From an optimization exercise on the open Yosys and OpenROAD flow, aimed at small area; shortcuts taken in it are not production practice.
No run shown here included a check of the RTL's function; only the layout flow was run.

==> flow/design.v, too long to show whole: its modules and the start of the top module <==
// module FIR_FILTER: 1514 lines
// module fir_fa: 6 lines
// module fir_ha: 6 lines
module FIR_FILTER (clk, rst, data_valid, data, fir_valid, fir_d);
  // ...
==> flow/run.sh <==
#!/bin/bash
# synth_recipe.tcl (not shown) runs the flow's synth.tcl, then flattens the netlist and writes it again
# the make line also repeats each setting of config.mk as NAME=value (left out here)
make -C /OpenROAD-flow-scripts/flow DESIGN_CONFIG=/design/flow/config.mk WORK_HOME=/design/flow/orfs CLKGATE_MAP_FILE= SYNTH_SCRIPT=/design/flow/synth_recipe.tcl finish
==> flow/config.mk <==
export PLATFORM = sky130hd
export DESIGN_NAME = FIR_FILTER
export DESIGN_NICKNAME = FIR_FILTER
export VERILOG_FILES = /design/flow/design.v
export SDC_FILE = /design/flow/constraint.sdc
export NUM_CORES = 4
export LEC_CHECK = 0
export CAP_MARGIN = 20
export CORE_MARGIN = 2
export CORE_UTILIZATION = 40
export SLEW_MARGIN = 20
export SYNTH_HIERARCHICAL = 1
==> flow/constraint.sdc <==
create_clock -name core_clock -period 15.0 [get_ports {clk}]
set_input_delay 3.0000 -clock core_clock [delete_from_list [all_inputs] [get_ports {clk}]]
set_output_delay 3.0000 -clock core_clock [all_outputs]
set_load 0.01 [all_outputs]
==> metrics.md, run 1 <==
| Metric | Value |
|---|---|
| Placer Congestion | 0.9953 |
| DRC viols | 0 |
| Setup_tns | 0 ps |
| Worst Skew | 23.29 ps |
| Largest net degree at the start of global routing | 18 |
| Area of the multi-input gates | 0.02829 sq mm |
| Outcome | timing/DRC/antenna clean |
| Met2 wire length | 49,930 microns |
| H-tree depth | 2 |
| Non-clock buffer share | 0.01858 |
| Largest family of logic cells by synthesized area | adder cells |
| Critical hold path startpoint | x12[0] |
| Fraction of layout cells with a size suffix above 1 | 0.07447 |
| Fmax | 0.07111 GHz |
| Reg2reg path depth | 33 |
| Worst EP arrival | 14,640 ps |
| Mux cell area share after synthesis | 0.003209 |
| Vias in the first global route | 23,100 |
| Adder-Cell Fraction of Synth Area | 0.7033 |
| Hpwl dp | 109,500 microns |
| Critical path origin | x16[0] |
| Met3 WL | 13,880 microns |
| Hold Violations, Final | 0 |
| Worst min path class | flip-flop to flip-flop |
| CTS tree | done |
| GRT Total Usage | 0.2488 |
| Critical path class | flip-flop to flip-flop |
| Final period util | 0.9375 |
| Most used cell, CP | fa_1 |
| Placeable Area | 0.09799 sq mm |
| Signal buffers | 97 |
| CTS sink count | 534 |
| Cell area after synthesis | 0.03938 sq mm |
| Warnings, synthesis | 7 |
==> run 2: changes to the inputs <==
--- a/flow/config.mk
+++ b/flow/config.mk
@@ -9,3 +9,5 @@
 export CORE_MARGIN = 2
-export CORE_UTILIZATION = 40
+export CORE_UTILIZATION = 55
+export CTS_BUF_LIST = sky130_fd_sc_hd__clkbuf_8
+export CTS_CLUSTER_SIZE = 30
 export SLEW_MARGIN = 20
==> metrics.md, run 2 <==
| Metric | Value |
|---|---|
| Clock latency on the worst-skew pair | 710 ps (was 670 ps) |
| Most common cell after layout, fill and taps aside | fa_1 (unchanged) |
| RSZ-0062 raised after global routing | false (unchanged) |
| Row cnt | 98 (was 115) |
| Synthesis-to-finish area growth | 9.739% (was 11.53%) |
| Setup WS post-layout | 862.1 ps (was 937.9 ps) |
| Cell with the most instances after synthesis | fa_1 (unchanged) |
| Fill count | 5,293 (was 8,379) |
| # Post-CTS Setup Buffers | 0 (unchanged) |
| Cts hold-fix bufs | 0 (unchanged) |
| Fin crit period | 14,140 ps (was 14,060 ps) |
| Hold Path Depth | 0 (unchanged) |
| Area leader, netlist | fa_1 (unchanged) |
| FF-to-FF Start | x17[0] (was x16[0]) |
| GRT Total Usage | 0.3749 (was 0.2488) |
| CTS tree | done (unchanged) |
| WL per Instance | 38.55 microns (was 33.16 microns) |
| CTS sink count | 534 (unchanged) |
| CTS root buffer | clkbuf_8 (was clkbuf_16) |
| Worst setup path end | r[15] (unchanged) |
| Worst EP arrival | 14,680 ps (was 14,640 ps) |
| DRC viols | 0 (unchanged) |
| Fraction of layout cells with a size suffix above 1 | 0.08277 (was 0.07447) |
| Die area | 0.07375 sq mm (was 0.1010 sq mm) |
| First-pass GRT wire length | 183,800 microns (was 171,000 microns) |
| Initial antenna violation count | 2 (unchanged) |
| Post-layout nets | 3,712 (was 3,701) |
| Reg2reg path depth | 34 (was 33) |
| Stages on worst setup path | 34 (was 33) |
| Final period util | 0.9425 (was 0.9375) |
| Clock-pin slew on the worst setup and hold paths | 60 ps (about the same) |
| Initial core utilization | 0.5527 (was 0.4018) |
| Worst min path class | flip-flop to flip-flop (unchanged) |
| Place WS | 783.1 ps (was 865.5 ps) |
| FF+latch area | 0.01072 sq mm (unchanged) |
| Placer Congestion | 1.026 (was 0.9953) |
| Hold WS | 326.6 ps (was 356.0 ps) |
| Req. time, crit path | 15,550 ps (was 15,580 ps) |
| H-tree depth | 3 (was 2) |
| Cell area after synthesis | 0.03938 sq mm (unchanged) |
| Max Root-Sink Buffers | 3 (unchanged) |
| Hold Violations, Final | 0 (unchanged) |
| Vias/cell | 5.763 (was 5.101) |
| Via count | 19,060 (was 18,430) |
| Most frequent cells in the layout | fa_1, dfxtp_1, inv_1, clkbuf_8, ha_1 (was fa_1, dfxtp_1, inv_1, ha_1, buf_4) |
| Die height | 271.6 microns (was 317.8 microns) |
| Rel. slew slack | 0.4315 (was 0.5143) |
| Reg-to-Reg End | r[15] (unchanged) |
| Ports | 36 (unchanged) |
| Top delay family on crit path | adder cells (unchanged) |
| Post-cts sizing count | 0 (unchanged) |
| EDFF count, synth | 0 (unchanged) |
| Core Util, Final | 0.6065 (was 0.4482) |
| Die W | 271.6 microns (was 317.8 microns) |
| Num CTS Buffers | 87 (was 60) |
| Critical path origin | x17[0] (was x16[0]) |
| Synthesized instance count | 2,118 (unchanged) |
| Setup_tns | 0 ps (unchanged) |
| Critical Path Fanout Max | 6 (was 7) |
| CP peak stage delay | 980 ps (was 960 ps) |
| Top post-synthesis cells by count | fa_1, dfxtp_1, inv_1, ha_1, xnor2_1 (unchanged) |
| Most used cell, CP | fa_1 (unchanged) |
| Mapped Avg Cell Area | 18.59 sq um (unchanged) |
| Setup crit end kind | flip-flop (unchanged) |
| Largest net degree at the start of global routing | 15 (was 18) |
| Post-synthesis sequential area ratio | 0.2723 (unchanged) |
| Worst setup SP type | flip-flop (unchanged) |
| CP Buf/Inv Count | 3 (was 2) |
| CP max stage cell | fa_1 (unchanged) |
| Outcome | timing/DRC/antenna clean (unchanged) |
| FF+latch count, synth | 534 (unchanged) |
| Initial DRT Pass Iterations | 5 (unchanged) |
| Critical path class | flip-flop to flip-flop (unchanged) |
| Total congestion overflow | 0 (unchanged) |
| Dominant cells by area after synthesis | fa_1, dfxtp_1, ha_1, inv_1, dfrtp_1 (unchanged) |
| Fmax | 0.07073 GHz (was 0.07111 GHz) |
| Warnings, synthesis | 7 (unchanged) |
| I/O Buffers | 35 (unchanged) |
| Net Count, Synth | 3,543 (unchanged) |
| Final Routed Wirelength | 127,500 microns (was 119,800 microns) |
| Final setup vio count | 0 (unchanged) |
| Hpwl dp | 116,500 microns (was 109,500 microns) |
| Number of distinct library cells after synthesis | 32 (unchanged) |
| Flop-to-flop setup slack | 860 ps (was 940 ps) |
| Yosys top cell area share | 0.6833 (unchanged) |
| Vias in the first global route | 23,960 (was 23,100) |
| Final ANT Viol Nets | 0 (unchanged) |
| Final Max Slew Viols | 0 (unchanged) |
| Async set-reset flop share out of synthesis | 0.01124 (unchanged) |
| Placeable Area | 0.07124 sq mm (was 0.09799 sq mm) |
| Worst Skew | 52.67 ps (was 23.29 ps) |
| Total of max-cap violations | 0 (unchanged) |
| Worst-Margin Slew | 851.7 ps (was 727.6 ps) |
| Iter 0 DRT Violations | 1,666 (was 1,715) |
| Area of the multi-input gates | 0.02829 sq mm (unchanged) |
| Post-synth top flop | dfxtp_1 (unchanged) |
[run 2: final cells by class]
cell class / count / area share
antenna: 1 / 0.00005791
timing repair buffer: 81 / 0.01610
sequential: 534 / 0.2481
inverter: 94 / 0.008166
clock inverter: 48 / 0.01031
multi-input combinational: 1489 / 0.6547
clock buffer: 110 / 0.03504
tap: 950 / 0.02751
[run 2: modules after synthesis, one instance, submodules excluded]
module	copies in the design	cell area, sq um	flip-flops and latches	cells
fir_ha	52	12.51	0	1
fir_fa	1344	20.02	0	1
FIR_FILTER	1	11820	534	722
[run 2: worst min path at each step]
stage,start,endpoint,slack (ps)
6_report,x2[0],x1[0],330
5_1_grt,x29[0],x28[0],340
4_1_cts,x2[0],x1[0],320
3_5_place_dp,x14[0],x13[0],350
3_3_place_gp,x25[0],x24[0],340
2_1_floorplan,x1[0],x0[0],330
[run 2: logic make-up after synthesis]
family	Yosys count	share of synthesized area
adders and majority gates	1407	0.7033
DFF	534	0.2723
buffers and inverters	95	0.009247
and+or+nand+nor	43	0.006037
xor gates and xnor gates	19	0.004226
muxes	11	0.003209
AOI/OAI and AO/OA	9	0.001748
[run 2: worst reg2reg max path, delay by kind of cell (launching register included)]
kind,cells,cell delay (ps)
adders and majority gates,28,12770
muxes,2,590
DFF,1,320
buffers and inverters,3,160
AOI/OAI and AO/OA,1,120
[run 2: metrics by stage]
| stage | instances | cell area [sq um] |
|---|---|---|
| final | 3307 | 43210 |
| after global routing | 3307 | 43210 |
| after CTS | 3306 | 43210 |
| after detailed placement | 3148 | 41250 |
| after global placement | 3148 | 41250 |
| after floorplan | 2118 | 39380 |
[run 2: per-layer routing]
| metal | track usage | routed length [microns] | vias up |
|---|---|---|---|
| li1 | - | - | 6836 |
| met1 | 0.4943 | 47760 | 10960 |
| met2 | 0.5957 | 62130 | 960 |
| met3 | 0.07943 | 9275 | 297 |
| met4 | 0.1971 | 8339 | 0 |
| met5 | 0 | 0 | - |
==> run 3: changes to the inputs <==
--- a/flow/config.mk
+++ b/flow/config.mk
@@ -9,5 +9,5 @@
 export CORE_MARGIN = 2
-export CORE_UTILIZATION = 55
-export CTS_BUF_LIST = sky130_fd_sc_hd__clkbuf_8
-export CTS_CLUSTER_SIZE = 30
+export CORE_UTILIZATION = 65
+export CTS_BUF_LIST = sky130_fd_sc_hd__clkbuf_4
+export GPL_TIMING_DRIVEN = 0
 export SLEW_MARGIN = 20
==> metrics.md, run 3 <==
| Metric | Value |
|---|---|
| Final setup vio count | 0 (unchanged) |
| Post-synth top flop | dfxtp_1 (unchanged) |
| Setup_tns | 0 ps (unchanged) |
| Fin crit period | 14,430 ps (was 14,140 ps) |
| Num CTS Buffers | 135 (was 87) |
| CP max stage cell | fa_1 (unchanged) |
| Placeable Area | 0.06013 sq mm (was 0.07124 sq mm) |
| Max Root-Sink Buffers | 3 (unchanged) |
| Die height | 250.1 microns (was 271.6 microns) |
| Total congestion overflow | 0 (unchanged) |
| FF+latch count, synth | 534 (unchanged) |
| Reg-to-Reg End | r[15] (unchanged) |
| CTS tree | done (unchanged) |
| Critical path class | flip-flop to flip-flop (unchanged) |
| Worst Skew | 59.17 ps (was 52.67 ps) |
| CTS sink count | 534 (unchanged) |
| Largest net degree at the start of global routing | 17 (was 15) |
| Flop-to-flop setup slack | 570 ps (was 860 ps) |
| DRC viols | 0 (unchanged) |
| Final Max Slew Viols | 0 (unchanged) |
| CTS root buffer | clkbuf_4 (was clkbuf_8) |
| Fill count | 3,930 (was 5,293) |
| Final ANT Viol Nets | 0 (unchanged) |
| Placer Congestion | 1.083 (was 1.026) |
| Row cnt | 90 (was 98) |
| Fraction of layout cells with a size suffix above 1 | 0.08653 (was 0.08277) |
| Req. time, crit path | 15,830 ps (was 15,550 ps) |
| Cell area after synthesis | 0.03938 sq mm (unchanged) |
| # Post-CTS Setup Buffers | 0 (unchanged) |
| Worst EP arrival | 15,260 ps (was 14,680 ps) |
| Die W | 250.1 microns (was 271.6 microns) |
| First-pass GRT wire length | 167,900 microns (was 183,800 microns) |
| Hpwl dp | 102,900 microns (was 116,500 microns) |
| Iter 0 DRT Violations | 1,866 (was 1,666) |
| Layout Cells excl Fill | 3,155 (was 3,307) |
| Cts hold-fix bufs | 0 (unchanged) |
| Placed cells | 2,935 (was 3,148) |
| Rel. slew slack | 0.3466 (was 0.4315) |
| Initial core utilization | 0.6548 (was 0.5527) |
| I/O Buffers | 35 (unchanged) |
| CP peak stage delay | 960 ps (was 980 ps) |
| Yosys top cell area share | 0.6833 (unchanged) |
| Reg2reg path depth | 36 (was 34) |
| WL per Instance | 36.51 microns (was 38.55 microns) |
| RSZ-0062 raised after global routing | false (unchanged) |
| Worst setup SP type | flip-flop (unchanged) |
| Final period util | 0.9621 (was 0.9425) |
| Vias in the first global route | 23,720 (was 23,960) |
| Total of max-cap violations | 0 (unchanged) |
| GRT Total Usage | 0.4026 (was 0.3749) |
| Initial antenna violation count | 2 (unchanged) |
| Ports | 36 (unchanged) |
| Area leader, netlist | fa_1 (unchanged) |
| Hold Violations, Final | 0 (unchanged) |
| Async set-reset flop share out of synthesis | 0.01124 (unchanged) |
| Dominant cells by area after synthesis | fa_1, dfxtp_1, ha_1, inv_1, dfrtp_1 (unchanged) |
| Cell with the most instances after synthesis | fa_1 (unchanged) |
| Post-synthesis sequential area ratio | 0.2723 (unchanged) |
| Initial DRT Pass Iterations | 7 (was 5) |
| Post-cts sizing count | 0 (unchanged) |
| Via count | 19,360 (was 19,060) |
| Critical hold path startpoint | x15[2] (was x2[0]) |
| Synthesized instance count | 2,118 (unchanged) |
| Post-layout nets | 3,715 (was 3,712) |
| Fmax | 0.06929 GHz (was 0.07073 GHz) |
| Worst setup path end | r[15] (unchanged) |
| Die area | 0.06256 sq mm (was 0.07375 sq mm) |
| Most common cell after layout, fill and taps aside | fa_1 (unchanged) |
| Worst min path class | flip-flop to flip-flop (unchanged) |
| FF-to-FF Start | x17[0] (unchanged) |
| Number of distinct library cells after synthesis | 32 (unchanged) |
| Clock latency on the worst-skew pair | 970 ps (was 710 ps) |
| EDFF count, synth | 0 (unchanged) |
| Critical Path Fanout Max | 6 (unchanged) |
| Most used cell, CP | fa_1 (unchanged) |
| Worst-Margin Slew | 979.0 ps (was 851.7 ps) |
| Net Count, Synth | 3,543 (unchanged) |
| Mapped Avg Cell Area | 18.59 sq um (unchanged) |
| Setup crit end kind | flip-flop (unchanged) |
| Synthesis-to-finish area growth | 7.572% (was 9.739%) |
| Vias/cell | 6.138 (was 5.763) |
| Most frequent cells in the layout | fa_1, dfxtp_1, clkbuf_4, inv_1, ha_1 (was fa_1, dfxtp_1, inv_1, clkbuf_8, ha_1) |
| Clock-pin slew on the worst setup and hold paths | 60 ps (about the same) |
| Final Routed Wirelength | 115,200 microns (was 127,500 microns) |
| Critical path origin | x17[0] (unchanged) |
| Outcome | timing/DRC/antenna clean (unchanged) |
| Top post-synthesis cells by count | fa_1, dfxtp_1, inv_1, ha_1, xnor2_1 (unchanged) |
| Warnings, synthesis | 7 (unchanged) |
| H-tree depth | 4 (was 3) |
-- run 3: kinds of logic (layout without fill, tap and decap cells) --
family | after synthesis | in the layout | synth area share
xor+xnor | 19 | 19 | 0.004226
buf+inv | 95 | 346 | 0.009247
simple gates | 43 | 43 | 0.006037
fa+ha+maj | 1407 | 1407 | 0.7033
other cells | 0 | 4 | 0
compound gates | 9 | 9 | 0.001748
flops | 534 | 534 | 0.2723
mux | 11 | 11 | 0.003209
-- run 3: cell type report --
| cell class | count | area [sq um] | area share |
|---|---|---|---|
| repair buffers | 35 | 350.3 | 0.008271 |
| flip-flops and latches | 534 | 10720 | 0.2531 |
| inverters | 94 | 352.8 | 0.008330 |
| clock buffers | 178 | 1336 | 0.03155 |
| well taps | 782 | 978.4 | 0.02310 |
| multi-input cells | 1489 | 28290 | 0.6679 |
| clock inverters | 38 | 306.5 | 0.007237 |
| plain buffers | 1 | 11.26 | 0.0002659 |
| diodes | 4 | 10.01 | 0.0002363 |
-- run 3: worst max-delay path, delay by kind of cell, from the launching register on --
family                   cells  cell delay [ps]
AO/OA/AOI/OAI                1              140
adder cells (fa/ha/maj)     28            12920
multiplexers                 2              530
AND/OR/NAND/NOR              1               60
flip-flops                   1              320
buffers and inverters        4              320
-- run 3: metal layers --
layer / wire length [microns] / global-route usage
met1: 43290 / 0.5592
met2: 51750 / 0.5747
met5: 0 / 0
met4: 5782 / 0.1846
met3: 14380 / 0.1569
-- run 3: per-stage QoR --
step,instance area [sq um],hold WS [ps],setup slack (ps),util
6_report,42360,322.8,567.9,0.7044
5_1_grt,42360,326.2,235.2,0.7044
4_1_cts,42350,312.6,608.2,0.7042
3_5_place_dp,40700,345.6,632.5,0.6769
3_3_place_gp,40700,344.6,706.8,0.6769
2_1_floorplan,39380,334.5,2009,-
-- run 3: worst min-delay path by stage --
stage          endpoint  depth (start not counted)
2_1_floorplan     x0[0]                          0
3_3_place_gp     x15[0]                          0
3_5_place_dp     x14[0]                          0
4_1_cts          x14[2]                          0
5_1_grt          x14[2]                          0
6_report         x14[2]                          0
-- run 3: modules after synthesis, one instance, submodules excluded --
module | area [sq um] | flops+latches | copies in the design | cells inside
FIR_FILTER | 11820 | 534 | 1 | 722
fir_ha | 12.51 | 0 | 52 | 1
fir_fa | 20.02 | 0 | 1344 | 1

==> afterwards: timing with drivers on the ports <==
No port has a modelled driver above. Below, the same layouts with a new extraction and two added sets of constraints.
Step 1 sets driving cells, clkbuf_16 on the clock port and buf_2 on the other inputs (assumed; they add their load-dependent delay and slew).
Step 2 moves the port delays by t, midway between the first and last clock arrival at a register: inputs arrive t later, outputs are due t later. That takes back most of the time a late clock gives input paths.
Three values: no drivers, after step 1, after step 2; two values: the first two.
| run | shift t [ns] | slack for setup (ns) | clock arrival spread, ns | worst register clock-pin slew, ns | pins driven straight from the clock port |
|---|---|---|---|---|---|
| run 1 | 0.735 | 0.938 / 0.938 / 0.938 | 0.024 / 0.024 | 0.07 / 0.07 | 1 |
| run 2 | 0.750 | 0.862 / 0.862 / 0.862 | 0.063 / 0.063 | 0.07 / 0.07 | 1 |
| run 3 | 0.992 | 0.568 / 0.568 / 0.568 | 0.064 / 0.064 | 0.07 / 0.07 | 1 |
After both steps every run listed still meets setup and hold.
